From an optimization exercise on the open Yosys and OpenROAD flow, aimed at small area and a short achievable clock period; shortcuts taken in it are not production practice. Function not checked in this run: the RTL went through the layout flow alone.

==> design/flow/design.v <==
module pe (
  input  logic        clk,
  input  logic        rst_n,
  input  logic [7:0]  a_n,
  input  logic [7:0]  w_n,
  output logic [15:0] psum_out
);
  logic [7:0][7:0] pp;
  logic [15:0] acc, nxt;
  assign acc = psum_out;
  genvar i, j;
  for (i = 0; i < 8; i++) begin : PPI
    for (j = 0; j < 8; j++) begin : PPJ
      assign pp[i][j] = ~(a_n[i] | w_n[j]);
    end
  end
  logic s1;
  logic c2;
  logic s3;
  logic c4;
  logic s5;
  logic c6;
  logic s7;
  logic c8;
  logic s9;
  logic c10;
  logic s11;
  logic c12;
  logic s13;
  logic c14;
  logic s15;
  logic c16;
  logic s17;
  logic c18;
  logic s19;
  logic c20;
  logic s21;
  logic c22;
  logic s23;
  logic c24;
  logic s25;
  logic c26;
  logic s27;
  logic c28;
  logic s29;
  logic c30;
  logic s31;
  logic c32;
  logic s33;
  logic c34;
  logic s35;
  logic c36;
  logic s37;
  logic c38;
  logic s39;
  logic c40;
  logic s41;
  logic c42;
  logic s43;
  logic c44;
  logic s45;
  logic c46;
  logic s47;
  logic c48;
  logic s49;
  logic c50;
  logic s51;
  logic c52;
  logic s53;
  logic c54;
  logic s55;
  logic c56;
  logic s57;
  logic c58;
  logic s59;
  logic c60;
  logic s61;
  logic c62;
  logic s63;
  logic c64;
  logic s65;
  logic c66;
  logic s67;
  logic c68;
  logic s69;
  logic c70;
  logic s71;
  logic c72;
  logic s73;
  logic c74;
  logic s75;
  logic c76;
  logic s77;
  logic c78;
  logic s79;
  logic c80;
  logic s81;
  logic c82;
  logic s83;
  logic c84;
  logic s85;
  logic c86;
  logic s87;
  logic c88;
  logic s89;
  logic c90;
  logic s91;
  logic c92;
  logic s93;
  logic c94;
  logic s95;
  logic c96;
  logic s97;
  logic c98;
  logic s99;
  logic c100;
  logic s101;
  logic c102;
  logic s103;
  logic c104;
  logic s105;
  logic c106;
  logic s107;
  logic c108;
  logic s109;
  logic c110;
  logic s111;
  logic c112;
  ha u_s1 (.a(acc[1]), .b(pp[0][1]), .s(s1), .c(c2));
  fa u_s3 (.a(acc[2]), .b(pp[0][2]), .ci(pp[1][1]), .s(s3), .co(c4));
  ha u_s5 (.a(pp[2][0]), .b(c2), .s(s5), .c(c6));
  fa u_s7 (.a(acc[3]), .b(pp[0][3]), .ci(pp[1][2]), .s(s7), .co(c8));
  fa u_s9 (.a(pp[2][1]), .b(pp[3][0]), .ci(c4), .s(s9), .co(c10));
  ha u_s11 (.a(c6), .b(s7), .s(s11), .c(c12));
  fa u_s13 (.a(acc[4]), .b(pp[0][4]), .ci(pp[1][3]), .s(s13), .co(c14));
  fa u_s15 (.a(pp[2][2]), .b(pp[3][1]), .ci(pp[4][0]), .s(s15), .co(c16));
  fa u_s17 (.a(c8), .b(s13), .ci(s15), .s(s17), .co(c18));
  ha u_s19 (.a(c12), .b(c10), .s(s19), .c(c20));
  fa u_s21 (.a(acc[5]), .b(pp[0][5]), .ci(pp[1][4]), .s(s21), .co(c22));
  fa u_s23 (.a(pp[2][3]), .b(pp[3][2]), .ci(pp[4][1]), .s(s23), .co(c24));
  fa u_s25 (.a(pp[5][0]), .b(c14), .ci(c16), .s(s25), .co(c26));
  fa u_s27 (.a(s21), .b(s23), .ci(c18), .s(s27), .co(c28));
  ha u_s29 (.a(s25), .b(c20), .s(s29), .c(c30));
  fa u_s31 (.a(acc[6]), .b(pp[0][6]), .ci(pp[1][5]), .s(s31), .co(c32));
  fa u_s33 (.a(pp[2][4]), .b(pp[3][3]), .ci(pp[4][2]), .s(s33), .co(c34));
  fa u_s35 (.a(pp[5][1]), .b(pp[6][0]), .ci(c22), .s(s35), .co(c36));
  fa u_s37 (.a(c24), .b(s31), .ci(s33), .s(s37), .co(c38));
  fa u_s39 (.a(c26), .b(s35), .ci(s37), .s(s39), .co(c40));
  ha u_s41 (.a(c30), .b(c28), .s(s41), .c(c42));
  fa u_s43 (.a(acc[7]), .b(pp[0][7]), .ci(pp[1][6]), .s(s43), .co(c44));
  fa u_s45 (.a(pp[2][5]), .b(pp[3][4]), .ci(pp[4][3]), .s(s45), .co(c46));
  fa u_s47 (.a(pp[5][2]), .b(pp[6][1]), .ci(pp[7][0]), .s(s47), .co(c48));
  fa u_s49 (.a(c32), .b(c34), .ci(s43), .s(s49), .co(c50));
  fa u_s51 (.a(s45), .b(s47), .ci(c36), .s(s51), .co(c52));
  fa u_s53 (.a(c38), .b(s49), .ci(s51), .s(s53), .co(c54));
  ha u_s55 (.a(c40), .b(c42), .s(s55), .c(c56));
  fa u_s57 (.a(acc[8]), .b(pp[1][7]), .ci(pp[2][6]), .s(s57), .co(c58));
  fa u_s59 (.a(pp[3][5]), .b(pp[4][4]), .ci(pp[5][3]), .s(s59), .co(c60));
  fa u_s61 (.a(pp[6][2]), .b(pp[7][1]), .ci(c44), .s(s61), .co(c62));
  fa u_s63 (.a(c46), .b(c48), .ci(s57), .s(s63), .co(c64));
  fa u_s65 (.a(s59), .b(s61), .ci(c50), .s(s65), .co(c66));
  fa u_s67 (.a(s63), .b(c52), .ci(s65), .s(s67), .co(c68));
  ha u_s69 (.a(c54), .b(c56), .s(s69), .c(c70));
  fa u_s71 (.a(acc[9]), .b(pp[2][7]), .ci(pp[3][6]), .s(s71), .co(c72));
  fa u_s73 (.a(pp[4][5]), .b(pp[5][4]), .ci(pp[6][3]), .s(s73), .co(c74));
  fa u_s75 (.a(pp[7][2]), .b(c58), .ci(c60), .s(s75), .co(c76));
  fa u_s77 (.a(s71), .b(s73), .ci(c62), .s(s77), .co(c78));
  fa u_s79 (.a(c64), .b(s75), .ci(s77), .s(s79), .co(c80));
  fa u_s81 (.a(c66), .b(s79), .ci(c68), .s(s81), .co(c82));
  fa u_s83 (.a(acc[10]), .b(pp[3][7]), .ci(pp[4][6]), .s(s83), .co(c84));
  fa u_s85 (.a(pp[5][5]), .b(pp[6][4]), .ci(pp[7][3]), .s(s85), .co(c86));
  fa u_s87 (.a(c72), .b(c74), .ci(s83), .s(s87), .co(c88));
  fa u_s89 (.a(s85), .b(c76), .ci(s87), .s(s89), .co(c90));
  fa u_s91 (.a(c78), .b(s89), .ci(c80), .s(s91), .co(c92));
  fa u_s93 (.a(acc[11]), .b(pp[4][7]), .ci(pp[5][6]), .s(s93), .co(c94));
  fa u_s95 (.a(pp[6][5]), .b(pp[7][4]), .ci(c84), .s(s95), .co(c96));
  fa u_s97 (.a(c86), .b(s93), .ci(s95), .s(s97), .co(c98));
  fa u_s99 (.a(c88), .b(s97), .ci(c90), .s(s99), .co(c100));
  fa u_s101 (.a(acc[12]), .b(pp[5][7]), .ci(pp[6][6]), .s(s101), .co(c102));
  fa u_s103 (.a(pp[7][5]), .b(c94), .ci(s101), .s(s103), .co(c104));
  fa u_s105 (.a(c96), .b(s103), .ci(c98), .s(s105), .co(c106));
  fa u_s107 (.a(acc[13]), .b(pp[6][7]), .ci(pp[7][6]), .s(s107), .co(c108));
  fa u_s109 (.a(c102), .b(s107), .ci(c104), .s(s109), .co(c110));
  fa u_s111 (.a(acc[14]), .b(pp[7][7]), .ci(c108), .s(s111), .co(c112));
  wire [15:0] ra = {acc[15],s111,s109,s105,s99,s91,c70,s67,s53,s39,s29,s17,s11,s3,pp[1][0],acc[0]};
  wire [15:0] rb = {c112,c110,c106,c100,c92,c82,s81,s69,s55,s41,s27,s19,s9,s5,s1,pp[0][0]};
  logic nd21;
  nd2 u_nd21 (.a(ra[0]), .b(rb[0]), .y(nd21));
  logic nr22;
  nr2 u_nr22 (.a(ra[0]), .b(rb[0]), .y(nr22));
  logic nd23;
  nd2 u_nd23 (.a(ra[1]), .b(rb[1]), .y(nd23));
  logic nr24;
  nr2 u_nr24 (.a(ra[1]), .b(rb[1]), .y(nr24));
  logic nd25;
  nd2 u_nd25 (.a(ra[2]), .b(rb[2]), .y(nd25));
  logic nr26;
  nr2 u_nr26 (.a(ra[2]), .b(rb[2]), .y(nr26));
  logic nd27;
  nd2 u_nd27 (.a(ra[3]), .b(rb[3]), .y(nd27));
  logic nr28;
  nr2 u_nr28 (.a(ra[3]), .b(rb[3]), .y(nr28));
  logic nd29;
  nd2 u_nd29 (.a(ra[4]), .b(rb[4]), .y(nd29));
  logic nr210;
  nr2 u_nr210 (.a(ra[4]), .b(rb[4]), .y(nr210));
  logic nd211;
  nd2 u_nd211 (.a(ra[5]), .b(rb[5]), .y(nd211));
  logic nr212;
  nr2 u_nr212 (.a(ra[5]), .b(rb[5]), .y(nr212));
  logic nd213;
  nd2 u_nd213 (.a(ra[6]), .b(rb[6]), .y(nd213));
  logic nr214;
  nr2 u_nr214 (.a(ra[6]), .b(rb[6]), .y(nr214));
  logic nd215;
  nd2 u_nd215 (.a(ra[7]), .b(rb[7]), .y(nd215));
  logic nr216;
  nr2 u_nr216 (.a(ra[7]), .b(rb[7]), .y(nr216));
  logic nd217;
  nd2 u_nd217 (.a(ra[8]), .b(rb[8]), .y(nd217));
  logic nr218;
  nr2 u_nr218 (.a(ra[8]), .b(rb[8]), .y(nr218));
  logic nd219;
  nd2 u_nd219 (.a(ra[9]), .b(rb[9]), .y(nd219));
  logic nr220;
  nr2 u_nr220 (.a(ra[9]), .b(rb[9]), .y(nr220));
  logic nd221;
  nd2 u_nd221 (.a(ra[10]), .b(rb[10]), .y(nd221));
  logic nr222;
  nr2 u_nr222 (.a(ra[10]), .b(rb[10]), .y(nr222));
  logic nd223;
  nd2 u_nd223 (.a(ra[11]), .b(rb[11]), .y(nd223));
  logic nr224;
  nr2 u_nr224 (.a(ra[11]), .b(rb[11]), .y(nr224));
  logic nd225;
  nd2 u_nd225 (.a(ra[12]), .b(rb[12]), .y(nd225));
  logic nr226;
  nr2 u_nr226 (.a(ra[12]), .b(rb[12]), .y(nr226));
  logic nd227;
  nd2 u_nd227 (.a(ra[13]), .b(rb[13]), .y(nd227));
  logic nr228;
  nr2 u_nr228 (.a(ra[13]), .b(rb[13]), .y(nr228));
  logic nd229;
  nd2 u_nd229 (.a(ra[14]), .b(rb[14]), .y(nd229));
  logic nr230;
  nr2 u_nr230 (.a(ra[14]), .b(rb[14]), .y(nr230));
  logic nd231;
  nd2 u_nd231 (.a(ra[15]), .b(rb[15]), .y(nd231));
  logic nr232;
  nr2 u_nr232 (.a(ra[15]), .b(rb[15]), .y(nr232));
  logic x233;
  x2 u_x233 (.a(ra[0]), .b(rb[0]), .y(x233));
  logic x234;
  x2 u_x234 (.a(ra[1]), .b(rb[1]), .y(x234));
  logic x235;
  x2 u_x235 (.a(ra[2]), .b(rb[2]), .y(x235));
  logic x236;
  x2 u_x236 (.a(ra[3]), .b(rb[3]), .y(x236));
  logic x237;
  x2 u_x237 (.a(ra[4]), .b(rb[4]), .y(x237));
  logic x238;
  x2 u_x238 (.a(ra[5]), .b(rb[5]), .y(x238));
  logic x239;
  x2 u_x239 (.a(ra[6]), .b(rb[6]), .y(x239));
  logic x240;
  x2 u_x240 (.a(ra[7]), .b(rb[7]), .y(x240));
  logic x241;
  x2 u_x241 (.a(ra[8]), .b(rb[8]), .y(x241));
  logic x242;
  x2 u_x242 (.a(ra[9]), .b(rb[9]), .y(x242));
  logic x243;
  x2 u_x243 (.a(ra[10]), .b(rb[10]), .y(x243));
  logic x244;
  x2 u_x244 (.a(ra[11]), .b(rb[11]), .y(x244));
  logic x245;
  x2 u_x245 (.a(ra[12]), .b(rb[12]), .y(x245));
  logic x246;
  x2 u_x246 (.a(ra[13]), .b(rb[13]), .y(x246));
  logic x247;
  x2 u_x247 (.a(ra[14]), .b(rb[14]), .y(x247));
  logic x248;
  x2 u_x248 (.a(ra[15]), .b(rb[15]), .y(x248));
  logic oai2149;
  oai21 u_oai2149 (.a(nr24), .b(nd21), .c(nd23), .y(oai2149));
  logic nr250;
  nr2 u_nr250 (.a(nr24), .b(nr22), .y(nr250));
  logic oai2151;
  oai21 u_oai2151 (.a(nr26), .b(nd23), .c(nd25), .y(oai2151));
  logic nr252;
  nr2 u_nr252 (.a(nr26), .b(nr24), .y(nr252));
  logic oai2153;
  oai21 u_oai2153 (.a(nr28), .b(nd25), .c(nd27), .y(oai2153));
  logic nr254;
  nr2 u_nr254 (.a(nr28), .b(nr26), .y(nr254));
  logic oai2155;
  oai21 u_oai2155 (.a(nr210), .b(nd27), .c(nd29), .y(oai2155));
  logic nr256;
  nr2 u_nr256 (.a(nr210), .b(nr28), .y(nr256));
  logic oai2157;
  oai21 u_oai2157 (.a(nr212), .b(nd29), .c(nd211), .y(oai2157));
  logic nr258;
  nr2 u_nr258 (.a(nr212), .b(nr210), .y(nr258));
  logic oai2159;
  oai21 u_oai2159 (.a(nr214), .b(nd211), .c(nd213), .y(oai2159));
  logic nr260;
  nr2 u_nr260 (.a(nr214), .b(nr212), .y(nr260));
  logic oai2161;
  oai21 u_oai2161 (.a(nr216), .b(nd213), .c(nd215), .y(oai2161));
  logic nr262;
  nr2 u_nr262 (.a(nr216), .b(nr214), .y(nr262));
  logic oai2163;
  oai21 u_oai2163 (.a(nr218), .b(nd215), .c(nd217), .y(oai2163));
  logic nr264;
  nr2 u_nr264 (.a(nr218), .b(nr216), .y(nr264));
  logic oai2165;
  oai21 u_oai2165 (.a(nr220), .b(nd217), .c(nd219), .y(oai2165));
  logic nr266;
  nr2 u_nr266 (.a(nr220), .b(nr218), .y(nr266));
  logic oai2167;
  oai21 u_oai2167 (.a(nr222), .b(nd219), .c(nd221), .y(oai2167));
  logic nr268;
  nr2 u_nr268 (.a(nr222), .b(nr220), .y(nr268));
  logic oai2169;
  oai21 u_oai2169 (.a(nr224), .b(nd221), .c(nd223), .y(oai2169));
  logic nr270;
  nr2 u_nr270 (.a(nr224), .b(nr222), .y(nr270));
  logic oai2171;
  oai21 u_oai2171 (.a(nr226), .b(nd223), .c(nd225), .y(oai2171));
  logic nr272;
  nr2 u_nr272 (.a(nr226), .b(nr224), .y(nr272));
  logic oai2173;
  oai21 u_oai2173 (.a(nr228), .b(nd225), .c(nd227), .y(oai2173));
  logic nr274;
  nr2 u_nr274 (.a(nr228), .b(nr226), .y(nr274));
  logic oai2175;
  oai21 u_oai2175 (.a(nr230), .b(nd227), .c(nd229), .y(oai2175));
  logic nr276;
  nr2 u_nr276 (.a(nr230), .b(nr228), .y(nr276));
  logic oai2177;
  oai21 u_oai2177 (.a(nr232), .b(nd229), .c(nd231), .y(oai2177));
  logic nr278;
  nr2 u_nr278 (.a(nr232), .b(nr230), .y(nr278));
  logic inv179;
  inv1 u_inv179 (.a(nd21), .y(inv179));
  logic inv180;
  inv1 u_inv180 (.a(nr22), .y(inv180));
  logic aoi2181;
  aoi21 u_aoi2181 (.a(nr252), .b(inv179), .c(oai2151), .y(aoi2181));
  logic nd282;
  nd2 u_nd282 (.a(nr252), .b(inv180), .y(nd282));
  logic aoi2183;
  aoi21 u_aoi2183 (.a(nr254), .b(oai2149), .c(oai2153), .y(aoi2183));
  logic nd284;
  nd2 u_nd284 (.a(nr254), .b(nr250), .y(nd284));
  logic aoi2185;
  aoi21 u_aoi2185 (.a(nr256), .b(oai2151), .c(oai2155), .y(aoi2185));
  logic nd286;
  nd2 u_nd286 (.a(nr256), .b(nr252), .y(nd286));
  logic aoi2187;
  aoi21 u_aoi2187 (.a(nr258), .b(oai2153), .c(oai2157), .y(aoi2187));
  logic nd288;
  nd2 u_nd288 (.a(nr258), .b(nr254), .y(nd288));
  logic aoi2189;
  aoi21 u_aoi2189 (.a(nr260), .b(oai2155), .c(oai2159), .y(aoi2189));
  logic nd290;
  nd2 u_nd290 (.a(nr260), .b(nr256), .y(nd290));
  logic aoi2191;
  aoi21 u_aoi2191 (.a(nr262), .b(oai2157), .c(oai2161), .y(aoi2191));
  logic nd292;
  nd2 u_nd292 (.a(nr262), .b(nr258), .y(nd292));
  logic aoi2193;
  aoi21 u_aoi2193 (.a(nr264), .b(oai2159), .c(oai2163), .y(aoi2193));
  logic nd294;
  nd2 u_nd294 (.a(nr264), .b(nr260), .y(nd294));
  logic aoi2195;
  aoi21 u_aoi2195 (.a(nr266), .b(oai2161), .c(oai2165), .y(aoi2195));
  logic nd296;
  nd2 u_nd296 (.a(nr266), .b(nr262), .y(nd296));
  logic aoi2197;
  aoi21 u_aoi2197 (.a(nr268), .b(oai2163), .c(oai2167), .y(aoi2197));
  logic nd298;
  nd2 u_nd298 (.a(nr268), .b(nr264), .y(nd298));
  logic aoi2199;
  aoi21 u_aoi2199 (.a(nr270), .b(oai2165), .c(oai2169), .y(aoi2199));
  logic nd2100;
  nd2 u_nd2100 (.a(nr270), .b(nr266), .y(nd2100));
  logic aoi21101;
  aoi21 u_aoi21101 (.a(nr272), .b(oai2167), .c(oai2171), .y(aoi21101));
  logic nd2102;
  nd2 u_nd2102 (.a(nr272), .b(nr268), .y(nd2102));
  logic aoi21103;
  aoi21 u_aoi21103 (.a(nr274), .b(oai2169), .c(oai2173), .y(aoi21103));
  logic nd2104;
  nd2 u_nd2104 (.a(nr274), .b(nr270), .y(nd2104));
  logic aoi21105;
  aoi21 u_aoi21105 (.a(nr276), .b(oai2171), .c(oai2175), .y(aoi21105));
  logic nd2106;
  nd2 u_nd2106 (.a(nr276), .b(nr272), .y(nd2106));
  logic aoi21107;
  aoi21 u_aoi21107 (.a(nr278), .b(oai2173), .c(oai2177), .y(aoi21107));
  logic nd2108;
  nd2 u_nd2108 (.a(nr278), .b(nr274), .y(nd2108));
  logic oai21109;
  oai21 u_oai21109 (.a(nd286), .b(nd21), .c(aoi2185), .y(oai21109));
  logic nr2110;
  nr2 u_nr2110 (.a(nd286), .b(nr22), .y(nr2110));
  logic inv1111;
  inv1 u_inv1111 (.a(oai2149), .y(inv1111));
  logic inv1112;
  inv1 u_inv1112 (.a(nr250), .y(inv1112));
  logic oai21113;
  oai21 u_oai21113 (.a(nd288), .b(inv1111), .c(aoi2187), .y(oai21113));
  logic nr2114;
  nr2 u_nr2114 (.a(nd288), .b(inv1112), .y(nr2114));
  logic oai21115;
  oai21 u_oai21115 (.a(nd290), .b(aoi2181), .c(aoi2189), .y(oai21115));
  logic nr2116;
  nr2 u_nr2116 (.a(nd290), .b(nd282), .y(nr2116));
  logic oai21117;
  oai21 u_oai21117 (.a(nd292), .b(aoi2183), .c(aoi2191), .y(oai21117));
  logic nr2118;
  nr2 u_nr2118 (.a(nd292), .b(nd284), .y(nr2118));
  logic oai21119;
  oai21 u_oai21119 (.a(nd294), .b(aoi2185), .c(aoi2193), .y(oai21119));
  logic nr2120;
  nr2 u_nr2120 (.a(nd294), .b(nd286), .y(nr2120));
  logic oai21121;
  oai21 u_oai21121 (.a(nd296), .b(aoi2187), .c(aoi2195), .y(oai21121));
  logic nr2122;
  nr2 u_nr2122 (.a(nd296), .b(nd288), .y(nr2122));
  logic oai21123;
  oai21 u_oai21123 (.a(nd298), .b(aoi2189), .c(aoi2197), .y(oai21123));
  logic nr2124;
  nr2 u_nr2124 (.a(nd298), .b(nd290), .y(nr2124));
  logic oai21125;
  oai21 u_oai21125 (.a(nd2100), .b(aoi2191), .c(aoi2199), .y(oai21125));
  logic nr2126;
  nr2 u_nr2126 (.a(nd2100), .b(nd292), .y(nr2126));
  logic oai21127;
  oai21 u_oai21127 (.a(nd2102), .b(aoi2193), .c(aoi21101), .y(oai21127));
  logic nr2128;
  nr2 u_nr2128 (.a(nd2102), .b(nd294), .y(nr2128));
  logic oai21129;
  oai21 u_oai21129 (.a(nd2104), .b(aoi2195), .c(aoi21103), .y(oai21129));
  logic nr2130;
  nr2 u_nr2130 (.a(nd2104), .b(nd296), .y(nr2130));
  logic oai21131;
  oai21 u_oai21131 (.a(nd2106), .b(aoi2197), .c(aoi21105), .y(oai21131));
  logic nr2132;
  nr2 u_nr2132 (.a(nd2106), .b(nd298), .y(nr2132));
  logic oai21133;
  oai21 u_oai21133 (.a(nd2108), .b(aoi2199), .c(aoi21107), .y(oai21133));
  logic nr2134;
  nr2 u_nr2134 (.a(nd2108), .b(nd2100), .y(nr2134));
  logic inv1135;
  inv1 u_inv1135 (.a(nd21), .y(inv1135));
  logic inv1136;
  inv1 u_inv1136 (.a(nr22), .y(inv1136));
  logic aoi21137;
  aoi21 u_aoi21137 (.a(nr2120), .b(inv1135), .c(oai21119), .y(aoi21137));
  logic nd2138;
  nd2 u_nd2138 (.a(nr2120), .b(inv1136), .y(nd2138));
  logic aoi21139;
  aoi21 u_aoi21139 (.a(nr2122), .b(oai2149), .c(oai21121), .y(aoi21139));
  logic nd2140;
  nd2 u_nd2140 (.a(nr2122), .b(nr250), .y(nd2140));
  logic inv1141;
  inv1 u_inv1141 (.a(aoi2181), .y(inv1141));
  logic inv1142;
  inv1 u_inv1142 (.a(nd282), .y(inv1142));
  logic aoi21143;
  aoi21 u_aoi21143 (.a(nr2124), .b(inv1141), .c(oai21123), .y(aoi21143));
  logic nd2144;
  nd2 u_nd2144 (.a(nr2124), .b(inv1142), .y(nd2144));
  logic inv1145;
  inv1 u_inv1145 (.a(aoi2183), .y(inv1145));
  logic inv1146;
  inv1 u_inv1146 (.a(nd284), .y(inv1146));
  logic aoi21147;
  aoi21 u_aoi21147 (.a(nr2126), .b(inv1145), .c(oai21125), .y(aoi21147));
  logic nd2148;
  nd2 u_nd2148 (.a(nr2126), .b(inv1146), .y(nd2148));
  logic aoi21149;
  aoi21 u_aoi21149 (.a(nr2128), .b(oai21109), .c(oai21127), .y(aoi21149));
  logic nd2150;
  nd2 u_nd2150 (.a(nr2128), .b(nr2110), .y(nd2150));
  logic aoi21151;
  aoi21 u_aoi21151 (.a(nr2130), .b(oai21113), .c(oai21129), .y(aoi21151));
  logic nd2152;
  nd2 u_nd2152 (.a(nr2130), .b(nr2114), .y(nd2152));
  logic aoi21153;
  aoi21 u_aoi21153 (.a(nr2132), .b(oai21115), .c(oai21131), .y(aoi21153));
  logic nd2154;
  nd2 u_nd2154 (.a(nr2132), .b(nr2116), .y(nd2154));
  logic aoi21155;
  aoi21 u_aoi21155 (.a(nr2134), .b(oai21117), .c(oai21133), .y(aoi21155));
  logic nd2156;
  nd2 u_nd2156 (.a(nr2134), .b(nr2118), .y(nd2156));
  logic xn2157;
  xn2 u_xn2157 (.a(x234), .b(nd21), .y(xn2157));
  logic x2158;
  x2 u_x2158 (.a(x235), .b(oai2149), .y(x2158));
  logic xn2159;
  xn2 u_xn2159 (.a(x236), .b(aoi2181), .y(xn2159));
  logic xn2160;
  xn2 u_xn2160 (.a(x237), .b(aoi2183), .y(xn2160));
  logic x2161;
  x2 u_x2161 (.a(x238), .b(oai21109), .y(x2161));
  logic x2162;
  x2 u_x2162 (.a(x239), .b(oai21113), .y(x2162));
  logic x2163;
  x2 u_x2163 (.a(x240), .b(oai21115), .y(x2163));
  logic x2164;
  x2 u_x2164 (.a(x241), .b(oai21117), .y(x2164));
  logic xn2165;
  xn2 u_xn2165 (.a(x242), .b(aoi21137), .y(xn2165));
  logic xn2166;
  xn2 u_xn2166 (.a(x243), .b(aoi21139), .y(xn2166));
  logic xn2167;
  xn2 u_xn2167 (.a(x244), .b(aoi21143), .y(xn2167));
  logic xn2168;
  xn2 u_xn2168 (.a(x245), .b(aoi21147), .y(xn2168));
  logic xn2169;
  xn2 u_xn2169 (.a(x246), .b(aoi21149), .y(xn2169));
  logic xn2170;
  xn2 u_xn2170 (.a(x247), .b(aoi21151), .y(xn2170));
  logic xn2171;
  xn2 u_xn2171 (.a(x248), .b(aoi21153), .y(xn2171));
  assign nxt = {xn2171,xn2170,xn2169,xn2168,xn2167,xn2166,xn2165,x2164,x2163,x2162,x2161,xn2160,xn2159,x2158,xn2157,x233};
  always_ff @(posedge clk or negedge rst_n) begin
    if (!rst_n) psum_out <= 16'd0;
    else        psum_out <= nxt;
  end
endmodule
module fa (input logic a, b, ci, output logic s, co);
  assign s  = a ^ b ^ ci;
  assign co = (a & b) | (a & ci) | (b & ci);
endmodule
module x2 (input logic a, b, output logic y);
  assign y = a ^ b;
endmodule
module xn2 (input logic a, b, output logic y);
  assign y = ~(a ^ b);
endmodule
module nd2 (input logic a, b, output logic y);
  assign y = ~(a & b);
endmodule
module nr2 (input logic a, b, output logic y);
  assign y = ~(a | b);
endmodule
module inv1 (input logic a, output logic y);
  assign y = ~a;
endmodule
module aoi21 (input logic a, b, c, output logic y);
  assign y = ~((a & b) | c);
endmodule
module oai21 (input logic a, b, c, output logic y);
  assign y = ~((a | b) & c);
endmodule
module ha (input logic a, b, output logic s, c);
  assign s = a ^ b;
  assign c = a & b;
endmodule
module systolic_array_4x4 #(
  parameter DATA_W = 8,
  parameter ACC_W  = 16,
  parameter N      = 4
)(
  input  logic                   clk,
  input  logic                   rst_n,
  input  logic [N*DATA_W-1:0]    a_in,     
  input  logic [N*DATA_W-1:0]    w_in,     
  output logic [N*N*ACC_W-1:0]   result    
);
  logic [N-1:0][DATA_W-1:0] a_q, w_q, a_qn, w_qn;
  always_ff @(posedge clk or negedge rst_n) begin
    if (!rst_n) begin
      a_q <= '0;
      w_q <= '0;
    end else begin
      a_q <= a_in;
      w_q <= w_in;
    end
  end
  assign a_qn = ~a_q;
  assign w_qn = ~w_q;
  genvar gi, gj;
  for (gi = 0; gi < N; gi++) begin : ROW
    for (gj = 0; gj < N; gj++) begin : COL
      pe u_pe (
        .clk(clk), .rst_n(rst_n),
        .a_n(a_qn[gi]), .w_n(w_qn[gj]),
        .psum_out(result[(gi*N+gj)*ACC_W +: ACC_W])
      );
    end
  end
endmodule
==> design/flow/run.sh <==
#!/bin/bash
# synth_recipe.tcl (not shown) runs the flow's synth.tcl, then flattens the netlist and writes it again
# the make line also repeats each setting of config.mk as NAME=value (left out here)
make -C /OpenROAD-flow-scripts/flow DESIGN_CONFIG=/design/flow/config.mk WORK_HOME=/design/flow/orfs CLKGATE_MAP_FILE= SYNTH_SCRIPT=/design/flow/synth_recipe.tcl finish
==> design/flow/config.mk <==
export PLATFORM = sky130hd
export DESIGN_NAME = systolic_array_4x4
export DESIGN_NICKNAME = systolic_array_4x4
export VERILOG_FILES = /design/flow/design.v
export SDC_FILE = /design/flow/constraint.sdc
export NUM_CORES = 4
export LEC_CHECK = 0
export CAP_MARGIN = 20
export CORE_MARGIN = 2
export CORE_UTILIZATION = 40
export SLEW_MARGIN = 20
export SYNTH_HIERARCHICAL = 1
==> design/flow/constraint.sdc <==
create_clock -name core_clock -period 5.2 [get_ports {clk}]
set_input_delay 1.0400 -clock core_clock [delete_from_list [all_inputs] [get_ports {clk}]]
set_output_delay 1.0400 -clock core_clock [all_outputs]
set_load 0.01 [all_outputs]
==> results.txt <==
metrics by stage:
stage	hold slack, ns	cell area (µm²)	utilization	setup WS (ns)
2_1_floorplan	0.519	44600	-	1.45
3_3_place_gp	0.476	48300	0.436	0.566
3_5_place_dp	0.481	48300	0.436	0.534
5_1_grt	0.465	49900	0.451	0.231
6_report	0.414	49900	0.451	0.480
4_1_cts	0.425	49900	0.451	0.508
routing by layer:
layer | global-route usage | part of all wire | up-vias | wire, µm
li1 | - | - | 15600 | -
met1 | 0.340 | 0.45 | 17300 | 60700
met2 | 0.388 | 0.46 | 1016 | 61900
met3 | 0.0444 | 0.067 | 150 | 9030
met4 | 0.0650 | 0.026 | 2 | 3500
met5 | 0 | 0.000052 | - | 7
state kept, by name (all words and copies together), names as in the netlist:
register and cells:
ROW.COL.u_pe.psum_out 256, w_q 32, a_q 32
Yosys stat by module, one instance, submodules excluded, a selection:
module / area [µm²] / cells inside / flip-flops and latches
aoi21: 8.76 / 1 / 0
ha: 12.5 / 1 / 0
inv1: 3.75 / 1 / 0
nd2: 3.75 / 1 / 0
nr2: 3.75 / 1 / 0
oai21: 5.00 / 1 / 0
pe: 798 / 96 / 16
systolic_array_4x4: 1840 / 128 / 64
xn2: 8.76 / 1 / 0
worst min-delay path by stage:
stage                                   start                         endpoint
6_report                                rst_n  ROW[0].COL[1].u_pe.psum_out[14]
5_1_grt                                 rst_n  ROW[0].COL[1].u_pe.psum_out[14]
3_3_place_gp   ROW[3].COL[0].u_pe.psum_out[0]   ROW[3].COL[0].u_pe.psum_out[0]
2_1_floorplan  ROW[0].COL[0].u_pe.psum_out[0]   ROW[0].COL[0].u_pe.psum_out[0]
3_5_place_dp   ROW[3].COL[0].u_pe.psum_out[0]   ROW[3].COL[0].u_pe.psum_out[0]
4_1_cts                                 rst_n  ROW[0].COL[1].u_pe.psum_out[14]
area by class of cell:
| class | instances | area, µm² | share of cell area |
|---|---|---|---|
| clock buffer | 64 | 1380 | 0.0277 |
| timing repair buffer | 440 | 4290 | 0.0859 |
| tap | 1488 | 1860 | 0.0373 |
| clock inverter | 22 | 277 | 0.00554 |
| inverter | 144 | 541 | 0.0108 |
| multi-input combinational | 4096 | 33600 | 0.672 |
| sequential | 320 | 8010 | 0.160 |
critical path: cells and delay by family (launching register included):
kind	cells	cell delay [ns]
AND/OR/NAND/NOR	5	0.82
XOR/XNOR	1	0.18
flip-flops	1	0.33
AO/OA/AOI/OAI	1	0.08
adder cells (fa/ha/maj)	4	2.05
buffers and inverters	2	1.18
cell usage in the layout (no fill, tap or decap), drive strengths merged:
cell and count:
ha 128, bufinv 6, a21oi 320, nor2 1568, clkinv 34, clkdlybuf4s50 320, buf 120, xor2 336
fa 768, clkinvlp 5, dfrtp 320, xnor2 160, o21ai 400, inv 121, nand2 416, clkbuf 64
cells by family after synthesis:
group | after synthesis | share of synthesized area
buf+inv | 400 | 0.0686
xor+xnor | 496 | 0.0973
simple gates | 1984 | 0.167
fa+ha+maj | 896 | 0.380
compound gates | 720 | 0.108
flops | 320 | 0.179
==> results.json <==
{
  "fin_nets": 6010,
  "fin_worst_skew_ns": 0.0209,
  "num_rows": 122,
  "yosysTopAreaCellShare": 0.344,
  "hold_viol_final": 0,
  "ctsResizeCount": 0,
  "status": "no timing/DRC/antenna violations",
  "synth_most_common_cell": "nor2_1",
  "startpoint_type": "register",
  "grt_pass1_wl_um": 211000,
  "cts_max_path_buffers": 3,
  "wl_per_cell_um": 20.6,
  "yosysWarnings": 8,
  "overflow": 0,
  "drt-pass1-iter-count": 5,
  "gp_congestion": 0.953,
  "avgSynthCellArea_um2": 9.27,
  "critPathMaxStageDelay_ns": 0.66,
  "crit_end": "ROW[0].COL[2].u_pe.psum_out[15]",
  "cts_tree": "built",
  "setup.worst_path.start": "a_q[2]",
  "crit_type": "reg -> reg",
  "regToRegStartpoint": "a_q[2]",
  "fin_crit_ns": 4.72,
  "gr-usage-all-layers": 0.243,
  "drc": 0,
  "worstPathRequired_ns": 5.75,
  "setup-tns-final_ns": 0,
  "port_buffers": 321,
  "antenna_found_initial": 1,
  "chipWidth_um": 338,
  "synthCells": 4816,
  "htreeDepth": 2,
  "synth_top_cell_by_area": "fa_1",
  "fin_crit_sh": 0.908,
  "synth_edf_count": 0,
  "drv_slew": 0,
  "fillers": 10700,
  "ys.flop_type": "dfrtp_1",
  "die_y_um": 338,
  "layout-drive-gt1-share": 0.104,
  "yosys-top-cells-area": "fa_1 (34%), dfrtp_1 (18%), nor2_1 (13%)",
  "synth_nets": 5778,
  "crit_path_cell_trace": "clkinv_1 > buf_4 > nor2_1 > fa_1 > fa_1 > fa_1 > fa_1 > nor2_1 > nor2_1 > nand2_1 > nor2_1 > a21oi_2 > xnor2_1",
  "ys_seq_area_frac": 0.179,
  "ys_types": 12,
  "cp.arrival_ns": 5.27,
  "clkTransAtPathRegs_ns": 0.06,
  "netlist_top_cells_count": "nor2_1 (1568), fa_1 (768), nand2_1 (416)",
  "rrSetupSlack_ns": 0.48,
  "dp.cells": 6488,
  "cts_made_buffers": 46,
  "slew-limit-headroom": 0.334,
  "clock-root-buffer": "clkbuf_16",
  "ff2ff_path_depth": 13,
  "drt_wl_total_um": 135000,
  "hp-class": "in -> async",
  "setup_violations": 0,
  "placeableCoreArea_um2": 111000,
  "drtIter0Drc": 2182,
  "synth-seq-cells": 320,
  "first_global_vias": 36200,
  "vias_per_cell": 5.18,
  "max_freq_ghz": 0.212,
  "grt_max_degree": 93,
  "clock_latency_ns": 0.63,
  "cts_num_sinks": 320,
  "tightest_slew_ns": 0.998,
  "vias": 34100,
  "stdcell_count": 6574,
  "ios": 322,
  "initial_core_util": 0.403,
  "final_antenna_net_count": 0,
  "async_reset_ff_frac": 1.00,
  "dieArea_um2": 114000,
  "hold_buffers": 0,
  "critPathSlowestCell": "clkinv_1",
  "netlist_area_um2": 44600,
  "dp_hpwl_um": 104000,
  "antenna_cells": 0,
  "area_delta_synth_final_pct": 11.8,
  "cap_violations": 0,
  "crit_fanout": 17,
  "rsz0062_at_grt": "false",
  "post_cts_buffers": 0,
  "r2r_end": "ROW[0].COL[2].u_pe.psum_out[15]",
  "crit_path_end_kind": "register"
}

==> re-timing with driven ports <==
How much do the figures lean on ideal ports? The routed layout below was timed once more, with nothing changed but the port constraints. Step 1 assumes that a clkbuf_16 drives the clock port and a buf_2 every other input. Step 2 adds t to the input delays and takes it off the output delays; t is the mean of the earliest and latest rising clock arrival at the registers after step 1. Input paths then give back, and output paths get back, about the clock's delay inside the block. a / b / c = ideal ports / drivers / drivers and shift; a / b = the first two.
t (ns): 0.687
slack for setup (ns): 0.480 / 0.480 / 0.480
hold slack, ns: 0.414 / 0.395 / 0.490
latest minus earliest clock arrival (ns): 0.023 / 0.022
After both steps this run still meets setup and hold. For this run, drivers alone change the setup slack by 0.000 ns; drivers and shift together by 0.000 ns.
